Context: an optimization exercise on an open-source flow, tuned for small area and a short achievable clock period. The choices shown serve that exercise and are no tape-out recipe.
No activity file was given, so power comes from the tool's default toggle rates.

==> inputs of run K <==
## Tensor_Crossbar_Array_4m4n4k
module Tensor_Crossbar_Array_4m4n4k(
    input wire clk,
    input wire rst,
    input wire start,
    input wire [15:0] cin_M_0, input wire [15:0] cin_M_1,
    input wire [15:0] cin_M_2, input wire [15:0] cin_M_3,
    input wire [15:0] cin_N_0, input wire [15:0] cin_N_1,
    input wire [15:0] cin_N_2, input wire [15:0] cin_N_3,
    input wire [15:0] cin_K_0, input wire [15:0] cin_K_1,
    input wire [15:0] cin_K_2, input wire [15:0] cin_K_3,
    output wire [15:0] data_out_col_0,
    output wire [15:0] data_out_col_1,
    output wire [15:0] data_out_col_2,
    output wire [15:0] data_out_col_3
);
Settings: LEC_CHECK=0, CAP_MARGIN=20, CORE_MARGIN=2, CORE_UTILIZATION=60, SETUP_SLACK_MARGIN=2.8, SLEW_MARGIN=20; clock period 5.0 ns.
run.sh (not shown) runs the stock make flow with config.mk's settings and CLKGATE_MAP_FILE= SYNTH_SCRIPT=/design/flow/synth_recipe.tcl, a recipe that flattens the netlist after the stock synthesis.
==> run M (differences from run K) <==
--- a/flow/config.mk
+++ b/flow/config.mk
@@ -6,4 +6,5 @@
 export NUM_CORES = 4
 export LEC_CHECK = 0
+export ABC_AREA = 1
 export CAP_MARGIN = 20
 export CORE_MARGIN = 2
==> qor summary <==
| item | run K | run M |
|---|---|---|
| Result of the run | no timing/DRC/antenna violations | no timing/DRC/antenna violations |
| Area growth from synthesis to layout | 25.9% | 24.0% |
| Post-synthesis compound-gate area fraction | 0.110 | 0.0646 |
| Non-clock buffer count in the final layout | 301 | 291 |
| Maximum frequency from static timing analysis | 425 MHz | 428 MHz |
| Area of the multi-input gates | 8110 um2 | 7970 um2 |
| Post-Synth XOR/XNOR Area | 0.00690 | 0.00436 |
| Switching power summed over all nets | 5.07 mW | 5.54 mW |
| Wire length of the first global-routing pass | 74600 um | 80800 um |
| Die area | 31000 um2 | 31600 um2 |
| Flop-to-flop setup slack | 2.65 ns | 2.67 ns |
| Cell with the largest stage delay on the worst path | sky130_fd_sc_hd__fa_2 | sky130_fd_sc_hd__fa_1 |
| Clock share of power | 0.215 | 0.202 |
| Syn nets | 1979 | 2395 |
| Total vias in the final route | 13316 | 15032 |
| Post-detailed-route via-to-cell ratio | 5.81 | 5.58 |
| Data arrival time of the critical path | 2.83 ns | 2.72 ns |
| Syn_area_per_cell | 10.8 um2 | 8.79 um2 |
| Final-layout non-clock buffer area share | 0.130 | 0.126 |
| Clock-cell share of area | 0.0595 | 0.0549 |
No functional check of the RTL was part of any run of this note.

* * *

==> job 7640 <==
Another version of the RTL of Tensor_Crossbar_Array_4m4n4k (not shown whole).
## Tensor_Crossbar_Array_4m4n4k
module Tensor_Crossbar_Array_4m4n4k(
    input wire clk,
    input wire rst,
    input wire start,
    input wire [15:0] cin_M_0, input wire [15:0] cin_M_1,
    input wire [15:0] cin_M_2, input wire [15:0] cin_M_3,
    input wire [15:0] cin_N_0, input wire [15:0] cin_N_1,
    input wire [15:0] cin_N_2, input wire [15:0] cin_N_3,
    input wire [15:0] cin_K_0, input wire [15:0] cin_K_1,
    input wire [15:0] cin_K_2, input wire [15:0] cin_K_3,
    output wire [15:0] data_out_col_0,
    output wire [15:0] data_out_col_1,
    output wire [15:0] data_out_col_2,
    output wire [15:0] data_out_col_3
);
==> module Tensor_Crossbar_Array_4m4n4k, before the edit <==
module Tensor_Crossbar_Array_4m4n4k(
    input wire clk,
    input wire rst,
    input wire start,
    input wire [15:0] cin_M_0, input wire [15:0] cin_M_1,
    input wire [15:0] cin_M_2, input wire [15:0] cin_M_3,
    input wire [15:0] cin_N_0, input wire [15:0] cin_N_1,
    input wire [15:0] cin_N_2, input wire [15:0] cin_N_3,
    input wire [15:0] cin_K_0, input wire [15:0] cin_K_1,
    input wire [15:0] cin_K_2, input wire [15:0] cin_K_3,
    output wire [15:0] data_out_col_0,
    output wire [15:0] data_out_col_1,
    output wire [15:0] data_out_col_2,
    output wire [15:0] data_out_col_3
);
localparam [2:0] S_IDLE = 3'd0, S_LOAD = 3'd1, S_MULT = 3'd2, S_ADD = 3'd3, S_OUT = 3'd4;
reg [2:0] state;
reg [2:0] f;         
reg [3:0] ec;        
wire load = (state == S_LOAD);
reg [35:0] slot [0:3];
reg [15:0] bq0, bq1, bq2, bq3;
function [15:0] bcol(input integer c);
    integer t;
    reg [15:0] m;
    begin
        for (t = 0; t < 4; t = t + 1) begin
            case (t)
                0: m = cin_M_0; 1: m = cin_M_1; 2: m = cin_M_2; default: m = cin_M_3;
            endcase
            bcol[4*t +: 4] = m[15-4*c -: 4];
        end
    end
endfunction
function [15:0] swz(input [15:0] w);
    swz = {w[3:0], w[7:4], w[11:8], w[15:12]};
endfunction
always @(posedge clk) begin
    if (load) begin
        bq0 <= bcol(0); bq1 <= bcol(1); bq2 <= bcol(2); bq3 <= bcol(3);
    end else begin
        bq0 <= bq2; bq2 <= bq0; bq1 <= bq3; bq3 <= bq1;
    end
end
reg [15:0] a_cur;
reg [7:0]  c_cur;
wire [2:0] rj = ec[2:0];
always @(posedge clk) begin
    a_cur <= slot[rj[2:1]][15:0];
    c_cur <= rj[0] ? slot[rj[2:1]][31:24] : slot[rj[2:1]][23:16];
end
wire [8:0] res0, res1;
dot9_pipe e0 (.clk(clk), .a(a_cur), .b(bq2), .c(c_cur[3:0]), .r(res0));
dot9_pipe e1 (.clk(clk), .a(a_cur), .b(bq3), .c(c_cur[7:4]), .r(res1));
reg [7:0] wsel;
always @(posedge clk) begin
    wsel <= 8'd0;
    if (ec >= 4'd2 && ec <= 4'd9)
        wsel[ec - 4'd2] <= 1'b1;
end
integer r;
always @(posedge clk) begin
    for (r = 0; r < 4; r = r + 1) begin
        if (load) begin
            case (r)
                0: slot[r][31:0] <= {swz(cin_K_0), swz(cin_N_0)};
                1: slot[r][31:0] <= {swz(cin_K_1), swz(cin_N_1)};
                2: slot[r][31:0] <= {swz(cin_K_2), swz(cin_N_2)};
                default: slot[r][31:0] <= {swz(cin_K_3), swz(cin_N_3)};
            endcase
        end else begin
            if (wsel[2*r])
                slot[r][17:0] <= {res1, res0};
            if (wsel[2*r+1])
                slot[r][31:18] <= {res1[4:0], res0};
        end
        if (!load && wsel[2*r+1])
            slot[r][35:32] <= res1[8:5];
    end
end
reg [9:0] o0, o1, o2, o3;
assign data_out_col_0 = {{6{o0[9]}}, o0};
assign data_out_col_1 = {{6{o1[9]}}, o1};
assign data_out_col_2 = {{6{o2[9]}}, o2};
assign data_out_col_3 = {{6{o3[9]}}, o3};
function [9:0] dec(input [8:0] v);
    dec = {v[8] & (|v[7:3]), v};
endfunction
reg  [1:0]  orow;      
wire [35:0] rrow = slot[orow];
always @(posedge clk) begin
    if (rst) begin
        state <= S_IDLE;
        f <= 3'd0;
        orow <= 2'd3;
        ec <= 4'd15;
        o0 <= 10'd0; o1 <= 10'd0; o2 <= 10'd0; o3 <= 10'd0;
    end else begin
        if (state == S_IDLE) begin
            o0 <= 10'd0; o1 <= 10'd0; o2 <= 10'd0; o3 <= 10'd0;
        end else if (state == S_OUT && f != 3'd0) begin
            o0 <= dec(rrow[8:0]);
            o1 <= dec(rrow[17:9]);
            o2 <= dec(rrow[26:18]);
            o3 <= dec(rrow[35:27]);
        end
        if (ec != 4'd15)
            ec <= ec + 4'd1;
        if (start) begin
            case (state)
                S_IDLE: state <= S_LOAD;
                S_LOAD: begin state <= S_MULT; ec <= 4'd0; end
                S_MULT: if (ec >= 4'd7) state <= S_ADD;
                S_ADD:  state <= S_OUT;
                S_OUT:  if (f == 3'd4) begin f <= 3'd0; orow <= 2'd3; state <= S_IDLE; end
                        else begin f <= f + 3'd1; orow <= orow + 2'd1; end
                default: state <= S_IDLE;
            endcase
        end
    end
end
endmodule
Settings: LEC_CHECK=0, CAP_MARGIN=20, CORE_MARGIN=2, CORE_UTILIZATION=60, SETUP_SLACK_MARGIN=2.8, SLEW_MARGIN=20; clock period 5.0 ns.
==> job 1803: changes against job 7640 <==
--- a/flow/design.v
+++ b/flow/design.v
@@ -235,10 +235,15 @@
 dot9_pipe e0 (.clk(clk), .a(a_cur), .b(bq2), .c(c_cur[3:0]), .r(res0));
 dot9_pipe e1 (.clk(clk), .a(a_cur), .b(bq3), .c(c_cur[7:4]), .r(res1));
-reg [7:0] wsel;
+reg [8:0] rq0, rq1;
 always @(posedge clk) begin
-    wsel <= 8'd0;
-    if (ec >= 4'd2 && ec <= 4'd9)
-        wsel[ec - 4'd2] <= 1'b1;
+    rq0 <= res0;
+    rq1 <= res1;
 end
+reg [7:0] wsel;
+always @(posedge clk)
+    if (rst || load)
+        wsel <= 8'd0;
+    else
+        wsel <= {wsel[6:0], ec == 4'd3};
 integer r;
 always @(posedge clk) begin
@@ -253,10 +258,10 @@
         end else begin
             if (wsel[2*r])
-                slot[r][17:0] <= {res1, res0};
+                slot[r][17:0] <= {rq1, rq0};
             if (wsel[2*r+1])
-                slot[r][31:18] <= {res1[4:0], res0};
+                slot[r][31:18] <= {rq1[4:0], rq0};
         end
         if (!load && wsel[2*r+1])
-            slot[r][35:32] <= res1[8:5];
+            slot[r][35:32] <= rq1[8:5];
     end
 end
==> flow/flow/run.sh (new file) <==
#!/bin/bash
# Standard layout, with the port buffers made from the smallest plain buffer
# (buf_1) instead of the delay buffer buffer_ports picks on its own, and with
# the resizer free to change a cell's footprint when it resizes it.
set -o pipefail
cp standard.sh standard_sh.txt
export BUFFER_PORTS_ARGS="-buffer_cell sky130_fd_sc_hd__buf_1"
bash standard.sh MATCH_CELL_FOOTPRINT=0 finish > standard_flow.log 2>&1
==> flow/standard.sh (new file) <==
#!/bin/bash
# synth_recipe.tcl (not shown) runs the flow's synth.tcl, then flattens the netlist and writes it again
# the make line also repeats each setting of config.mk as NAME=value (left out here)
make -C /OpenROAD-flow-scripts/flow DESIGN_CONFIG=/design/flow/config.mk WORK_HOME=/design/flow/orfs CLKGATE_MAP_FILE= SYNTH_SCRIPT=/design/flow/synth_recipe.tcl "${@:-finish}"
Settings changed: CTS_BUF_LIST set to sky130_fd_sc_hd__clkbuf_8, SETUP_SLACK_MARGIN 2.8 to 2.7.
removed: flow/run.sh
==> results.yml <==
outcome:
  outcome: "finished clean"
placed_design:
  dpl-instance-area_um2: 21100
  post-place-ws_ns: 2.18
sta:
  timing.final.crit_share_pct: 44.1
final_layout:
  inv_count: 185
  nets: 2289
floorplan:
  core_area_um2: 30500
cts:
  cts_buffers: 41
power:
  peakVddDrop_v: 0.000394
routing:
  drtIter0Drc: 1731
global_route:
  grt_pass1_wl_um: 79300
  grt_pass1_vias: 13900
  use_met3_pct: 6.50
setup_path:
  cp_slowest_cell: "fa_1"
the above is filed under job 7640

==> results.yml <==
outcome:
  outcome: "finished clean"
logic_synthesis:
  async_reset_ff_share_pct: 0
  syn-cell-area_um2: 18700
sta:
  timing.final.crit_share_pct: 44.7
global_route:
  grt_pass1_wl_um: 70400
  grt_pass1_vias: 12700
  use_met3_pct: 6.09
setup_path:
  crit_path_max_fanout: 36
  critPathRequiredTime_ns: 5.40
power:
  p_clk_mw: 2.79
placed_design:
  post-place-ws_ns: 2.46
  dpl-instance-area_um2: 19600
final_layout:
  nMultiInputCombCells: 959
cts:
  cts_buffers: 70
floorplan:
  core.rowCount: 64
  core_area_um2: 30700
worst_hold_path:
  whs_path_depth: 0
routing:
  drtIter0Drc: 1156
the above is filed under job 1803

No functional check of the RTL was part of any run of this note.

## port drivers added, routing unchanged
How much do the figures lean on ideal ports? The routed layouts below were timed once more, with nothing changed but the port constraints.
Step 1 (the two cells are an assumption about what drives the block):
set clk [get_ports {clk}]
set_driving_cell -lib_cell sky130_fd_sc_hd__clkbuf_16 $clk
set_driving_cell -lib_cell sky130_fd_sc_hd__buf_2 [delete_from_list [all_inputs] $clk]
Step 2 moves the port delays by t, midway between the first and last clock arrival at a register: inputs arrive t later, outputs are due t later. That takes back most of the time a late clock gives input paths.
a / b / c = ideal / step 1 / step 2; a / b = the first two.
run	t, ns	setup slack, ns	hold WS [ns]	worst register clock-pin slew, ns	worst slew at a driven data input, ns
run K	0.579	2.646 / 2.646 / 2.524	0.328 / 0.328 / 0.328	0.06 / 0.06	0.08
run M	0.573	2.665 / 2.665 / 2.208	0.323 / 0.323 / 0.323	0.06 / 0.06	0.07
job 7640	0.589	2.796 / 2.778 / 2.381	0.338 / 0.338 / 0.338	0.06 / 0.06	0.05
job 1803	0.626	2.765 / 2.765 / 2.379	0.328 / 0.328 / 0.328	0.07 / 0.07	0.04
After both steps every run listed still meets setup and hold. The setup slack of run M, which loses most, moves by 0.000 ns with the drivers and by -0.457 ns with both steps.
